Context: an optimization exercise on an open-source flow, tuned for small area, a short achievable clock period and few clock cycles per item. The choices shown serve that exercise and are no tape-out recipe.
Where RTL was checked, it was by simulation tests only, not by an equivalence proof against the original.
The flow treats the clock pin as an ideal source. Dropping or thinning the clock tree relies on that and would not hold on a real chip.
Power and IR drop assume default switching activity.

rev 12:
==> module function_calculator, before the edit <==
module function_calculator(
    input clk_i,
    input rst_i,
    input [15:0] sw_i,
    input start_i,
    output busy_o,
    output reg [15:0] y_calc
 );
    function [3:0] low4;
        input [5:0] ar;
        low4 = {ar[3] & (ar[4] ^ ar[5]), ar[4] & ~ar[3], 1'b0, ar[3]} + ar[2:0];
    endfunction
    wire [7:0] b_i = sw_i[7:0];
    wire [2:0] r_d = (b_i >= 8'd216) ? 3'd6 :
                     (b_i >= 8'd125) ? 3'd5 :
                     (b_i >= 8'd64)  ? 3'd4 :
                     (b_i >= 8'd27)  ? 3'd3 :
                     (b_i >= 8'd8)   ? 3'd2 :
                     (b_i >= 8'd1)   ? 3'd1 : 3'd0;
    wire [7:0] aa = sw_i[15:8];
    wire n0 = aa[2] & ~aa[1];
    wire n1 = aa[2] & aa[1];
    wire n2 = aa[3] & ~aa[2];
    wire n3 = aa[3] & aa[2];
    wire n4 = aa[4] & ~aa[3];
    wire n5 = aa[4] & aa[3];
    wire n6 = aa[5] & ~aa[4];
    wire n7 = aa[5] & aa[4];
    wire n8 = aa[6] & ~aa[5];
    wire n9 = aa[6] & aa[5];
    wire n10 = aa[7] & ~aa[6];
    wire n11 = aa[7] & aa[6];
    wire n12 = aa[0] & aa[3];
    wire n13 = aa[0] & aa[4];
    wire n14 = aa[0] & aa[5];
    wire n15 = aa[0] & aa[6];
    wire n16 = aa[0] & aa[7];
    wire n17 = aa[1] & aa[3];
    wire n18 = aa[1] & aa[4];
    wire n19 = aa[1] & aa[5];
    wire n20 = aa[1] & aa[6];
    wire n21 = aa[1] & aa[7];
    wire n22 = aa[2] & aa[4];
    wire n23 = aa[2] & aa[5];
    wire n24 = aa[2] & aa[6];
    wire n25 = aa[2] & aa[7];
    wire n26 = aa[3] & aa[5];
    wire n27 = aa[3] & aa[6];
    wire n28 = aa[3] & aa[7];
    wire n29 = aa[4] & aa[6];
    wire n30 = aa[4] & aa[7];
    wire n31 = aa[5] & aa[7];
    wire n32 = aa[0] & aa[1] & aa[2];
    wire n33, n34;
    ha2 un33 (.x(n3), .y(n15), .s(n33), .c(n34));
    wire n35, n36;
    fa3 un35 (.x(n4), .y(n16), .z(n20), .s(n35), .c(n36));
    wire n37, n38;
    fa3 un37 (.x(n5), .y(n21), .z(n24), .s(n37), .c(n38));
    wire n39, n40;
    ha2 un39 (.x(n6), .y(n25), .s(n39), .c(n40));
    wire n41, n42;
    ha2 un41 (.x(n7), .y(n28), .s(n41), .c(n42));
    wire n43, n44;
    ha2 un43 (.x(n0), .y(n12), .s(n43), .c(n44));
    wire n45, n46;
    fa3 un45 (.x(n1), .y(n13), .z(n17), .s(n45), .c(n46));
    wire n47, n48;
    fa3 un47 (.x(n2), .y(n14), .z(n18), .s(n47), .c(n48));
    wire n49, n50;
    fa3 un49 (.x(n19), .y(n22), .z(n33), .s(n49), .c(n50));
    wire n51, n52;
    fa3 un51 (.x(n23), .y(n34), .z(n35), .s(n51), .c(n52));
    wire n53, n54;
    fa3 un53 (.x(n26), .y(n36), .z(n37), .s(n53), .c(n54));
    wire n55, n56;
    fa3 un55 (.x(n27), .y(n38), .z(n39), .s(n55), .c(n56));
    wire n57, n58;
    fa3 un57 (.x(n29), .y(n40), .z(n41), .s(n57), .c(n58));
    wire n59, n60;
    fa3 un59 (.x(n8), .y(n30), .z(n42), .s(n59), .c(n60));
    wire n61, n62;
    ha2 un61 (.x(n9), .y(n31), .s(n61), .c(n62));
    wire n63, n64;
    ha2 un63 (.x(n32), .y(n43), .s(n63), .c(n64));
    wire n65, n66;
    fa3 un65 (.x(n44), .y(n45), .z(n64), .s(n65), .c(n66));
    wire n67, n68;
    ha2 un67 (.x(n46), .y(n47), .s(n67), .c(n68));
    wire n69, n70;
    ha2 un69 (.x(n48), .y(n49), .s(n69), .c(n70));
    wire n71, n72;
    ha2 un71 (.x(n50), .y(n51), .s(n71), .c(n72));
    wire n73, n74;
    ha2 un73 (.x(n52), .y(n53), .s(n73), .c(n74));
    wire n75, n76;
    ha2 un75 (.x(n54), .y(n55), .s(n75), .c(n76));
    wire n77, n78;
    ha2 un77 (.x(n56), .y(n57), .s(n77), .c(n78));
    wire n79, n80;
    ha2 un79 (.x(n58), .y(n59), .s(n79), .c(n80));
    wire n81, n82;
    ha2 un81 (.x(n60), .y(n61), .s(n81), .c(n82));
    wire n83, n84;
    ha2 un83 (.x(n10), .y(n62), .s(n83), .c(n84));
    wire n85 = n68 | (n67 & n66);
    wire n86 = n67 & 1'b0;
    wire n87 = n72 | (n71 & n70);
    wire n88 = n71 & n69;
    wire n89 = n76 | (n75 & n74);
    wire n90 = n75 & n73;
    wire n91 = n80 | (n79 & n78);
    wire n92 = n79 & n77;
    wire n93 = n84 | (n83 & n82);
    wire n94 = n83 & n81;
    wire n95 = n70 | (n69 & n85);
    wire n96 = n69 & n86;
    wire n97 = n87 | (n88 & n85);
    wire n98 = n88 & n86;
    wire n99 = n78 | (n77 & n89);
    wire n100 = n77 & n90;
    wire n101 = n91 | (n92 & n89);
    wire n102 = n92 & n90;
    wire n103 = 1'b0 | (n11 & n93);
    wire n104 = n11 & n94;
    wire n105 = n74 | (n73 & n97);
    wire n106 = n73 & n98;
    wire n107 = n89 | (n90 & n97);
    wire n108 = n90 & n98;
    wire n109 = n99 | (n100 & n97);
    wire n110 = n100 & n98;
    wire n111 = n101 | (n102 & n97);
    wire n112 = n102 & n98;
    wire n113 = n82 | (n81 & n111);
    wire n114 = n81 & n112;
    wire n115 = n93 | (n94 & n111);
    wire n116 = n94 & n112;
    wire n117 = n103 | (n104 & n111);
    wire n118 = n104 & n112;
    wire n119 = n67 ^ n66;
    wire n120 = n69 ^ n85;
    wire n121 = n71 ^ n95;
    wire n122 = n73 ^ n97;
    wire n123 = n75 ^ n105;
    wire n124 = n77 ^ n107;
    wire n125 = n79 ^ n109;
    wire n126 = n81 ^ n111;
    wire n127 = n83 ^ n113;
    wire n128 = n11 ^ n115;
    wire [11:0] hi = {n128, n127, n126, n125, n124, n123, n122, n121, n120, n119, n65, n63};
    always @(posedge clk_i) begin
        if (rst_i)
            y_calc <= 16'd0;
        else if (start_i)
            y_calc <= {hi, low4({aa[2:0], r_d})};
    end
    assign busy_o = 1'b0;
endmodule
Settings: LEC_CHECK=0, ABC_AREA=1, CAP_MARGIN=20, CORE_MARGIN=2, CORE_UTILIZATION=50, SLEW_MARGIN=20, SYNTH_HIERARCHICAL=1, SYNTH_MINIMUM_KEEP_SIZE=0, BUFFER_PORTS_ARGS=-buffer_cell sky130_fd_sc_hd__buf_1, CTS_ARGS=-buf_list sky130_fd_sc_hd__clkbuf_4 -root_buf sky130_fd_sc_hd__clkbuf_8 -dont_use_dummy_load -repair_clock_nets, POST_CTS_TCL=/design/flow/flow/post_cts.tcl; clock period 5.0 ns.
standard.sh (not shown) runs the stock make flow with config.mk's settings and CLKGATE_MAP_FILE= SYNTH_SCRIPT=/design/flow/synth_recipe.tcl, a recipe that flattens the netlist after the stock synthesis.
==> flow/flow/run.sh <==
#!/bin/bash
# Standard layout with two changes:
#  - port buffers are buf_1 cells (the resizer's default pick is clkdlybuf4s50_1,
#    larger and slower);
#  - after CTS, the clock tree's leaf buffers are removed so one root clock
#    buffer drives every flip-flop (the design has only a few registers).
set -euo pipefail
here=$(pwd)
echo 'export BUFFER_PORTS_ARGS = -buffer_cell sky130_fd_sc_hd__buf_1' >> config.mk
echo 'export CTS_ARGS = -buf_list sky130_fd_sc_hd__clkbuf_4 -root_buf sky130_fd_sc_hd__clkbuf_8 -dont_use_dummy_load -repair_clock_nets' >> config.mk
echo "export POST_CTS_TCL = $here/flow/post_cts.tcl" >> config.mk
bash standard.sh > standard.log 2>&1
==> flow/flow/post_cts.tcl <==
# Collapse the clock tree to a single buffer: every sink of a leaf clock
# buffer is moved onto the root buffer's output net, then the leaf buffers
# are deleted.
set block [ord::get_db_block]
set clk_port_net [$block findNet clk_i]
set root ""
foreach it [$clk_port_net getITerms] {
  set inst [$it getInst]
  if {[string match "*clkbuf*" [[$inst getMaster] getName]]} { set root $inst }
}
if {$root ne ""} {
  set rootnet [[$root findITerm X] getNet]
  set leaves {}
  foreach it [$rootnet getITerms] {
    set inst [$it getInst]
    if {$inst ne $root && [string match "*clkbuf*" [[$inst getMaster] getName]]} {
      lappend leaves $inst
    }
  }
  foreach leaf $leaves {
    set out [[$leaf findITerm X] getNet]
    set sinks {}
    foreach it [$out getITerms] {
      if {[$it getInst] ne $leaf} { lappend sinks $it }
    }
    foreach it $sinks {
      $it disconnect
      $it connect $rootnet
    }
    [$leaf findITerm A] disconnect
    [$leaf findITerm X] disconnect
    odb::dbInst_destroy $leaf
    odb::dbNet_destroy $out
  }
  puts "post_cts: moved sinks of [llength $leaves] leaf buffers onto [$root getName]"
}
estimate_parasitics -placement
report_clock_skew
report_checks -path_delay max -format end
The following lists how rev 13 was set up differently from rev 12:
--- a/flow/design.v
+++ b/flow/design.v
@@ -11,26 +11,36 @@
 module function_calculator(
     input clk_i,
     input rst_i,
     input [15:0] sw_i,
     input start_i,
     output busy_o,
-    output reg [15:0] y_calc
+    output [15:0] y_calc
  );
     function [3:0] low4;
         input [5:0] ar;
         low4 = {ar[3] & (ar[4] ^ ar[5]), ar[4] & ~ar[3], 1'b0, ar[3]} + ar[2:0];
     endfunction
     wire [7:0] b_i = sw_i[7:0];
     wire [2:0] r_d = (b_i >= 8'd216) ? 3'd6 :
                      (b_i >= 8'd125) ? 3'd5 :
                      (b_i >= 8'd64)  ? 3'd4 :
                      (b_i >= 8'd27)  ? 3'd3 :
                      (b_i >= 8'd8)   ? 3'd2 :
                      (b_i >= 8'd1)   ? 3'd1 : 3'd0;
-    wire [7:0] aa = sw_i[15:8];
+    reg [7:0] aa;
+    reg [2:0] rr;
+    always @(posedge clk_i) begin
+        if (rst_i) begin
+            aa <= 8'd0;
+            rr <= 3'd0;
+        end else if (start_i) begin
+            aa <= sw_i[15:8];
+            rr <= r_d;
+        end
+    end
     wire n0 = aa[2] & ~aa[1];
     wire n1 = aa[2] & aa[1];
     wire n2 = aa[3] & ~aa[2];
     wire n3 = aa[3] & aa[2];
     wire n4 = aa[4] & ~aa[3];
     wire n5 = aa[4] & aa[3];
@@ -155,14 +165,9 @@
     wire n124 = n77 ^ n107;
     wire n125 = n79 ^ n109;
     wire n126 = n81 ^ n111;
     wire n127 = n83 ^ n113;
     wire n128 = n11 ^ n115;
     wire [11:0] hi = {n128, n127, n126, n125, n124, n123, n122, n121, n120, n119, n65, n63};
-    always @(posedge clk_i) begin
-        if (rst_i)
-            y_calc <= 16'd0;
-        else if (start_i)
-            y_calc <= {hi, low4({aa[2:0], r_d})};
-    end
+    assign y_calc = {hi, low4({aa[2:0], rr})};
     assign busy_o = 1'b0;
 endmodule
## What came out
In rev 13, the count of sequential standard cells came out 5 below the value in rev 12.
Per the comparison of rev 13 with rev 12, core utilization lower, setup slack lower.
Rev 12 consumes more power than rev 13.
Per the comparison of rev 13 with rev 12, placed wire-length estimate shrank by about 20%; total cell area at the placement stage shrank by 13%; design internal power shrank by 36%.
Taking rev 12 as the reference, in rev 13 tightest hold margin has increased; layout overhead on the synthesized area moved down; share of power burned in combinational logic -9.3 points; number of multi-input logic gates shows a reduction of 26.
Testbench counts of rev 13, summed over its fixed seeds: cycles 1,280, items 1,280.
Only the layout flow was run in rev 12; the RTL was not checked for function there.

==> what the ideal ports hide <==
Ports are ideal in the flow. The routed layouts listed here were re-timed in OpenROAD.
Step 1 (the two cells are an assumption about what drives the block):
set clk [get_ports {clk_i}]
set_driving_cell -lib_cell sky130_fd_sc_hd__clkbuf_16 $clk
set_driving_cell -lib_cell sky130_fd_sc_hd__buf_2 [delete_from_list [all_inputs] $clk]
Step 2 times the ports against the registers' clock, not the clock port: input delays grow and output delays shrink by t, the midpoint of the rising clock arrivals with the driver on.
Three values: ideal, step 1, step 2; two values: the first two.
| run | t (ns) | slack for setup (ns) | worst setup path after step 2 |
|---|---|---|---|
| rev 12 | 0.179 | 1.357 / 1.362 / 1.182 | input to register |
| rev 13 | 0.158 | 0.905 / 0.884 / 1.042 | register to output |
After both steps every run listed still meets setup and hold. For rev 12, which loses most, drivers alone change the setup slack by +0.005 ns; drivers and shift together by -0.175 ns.
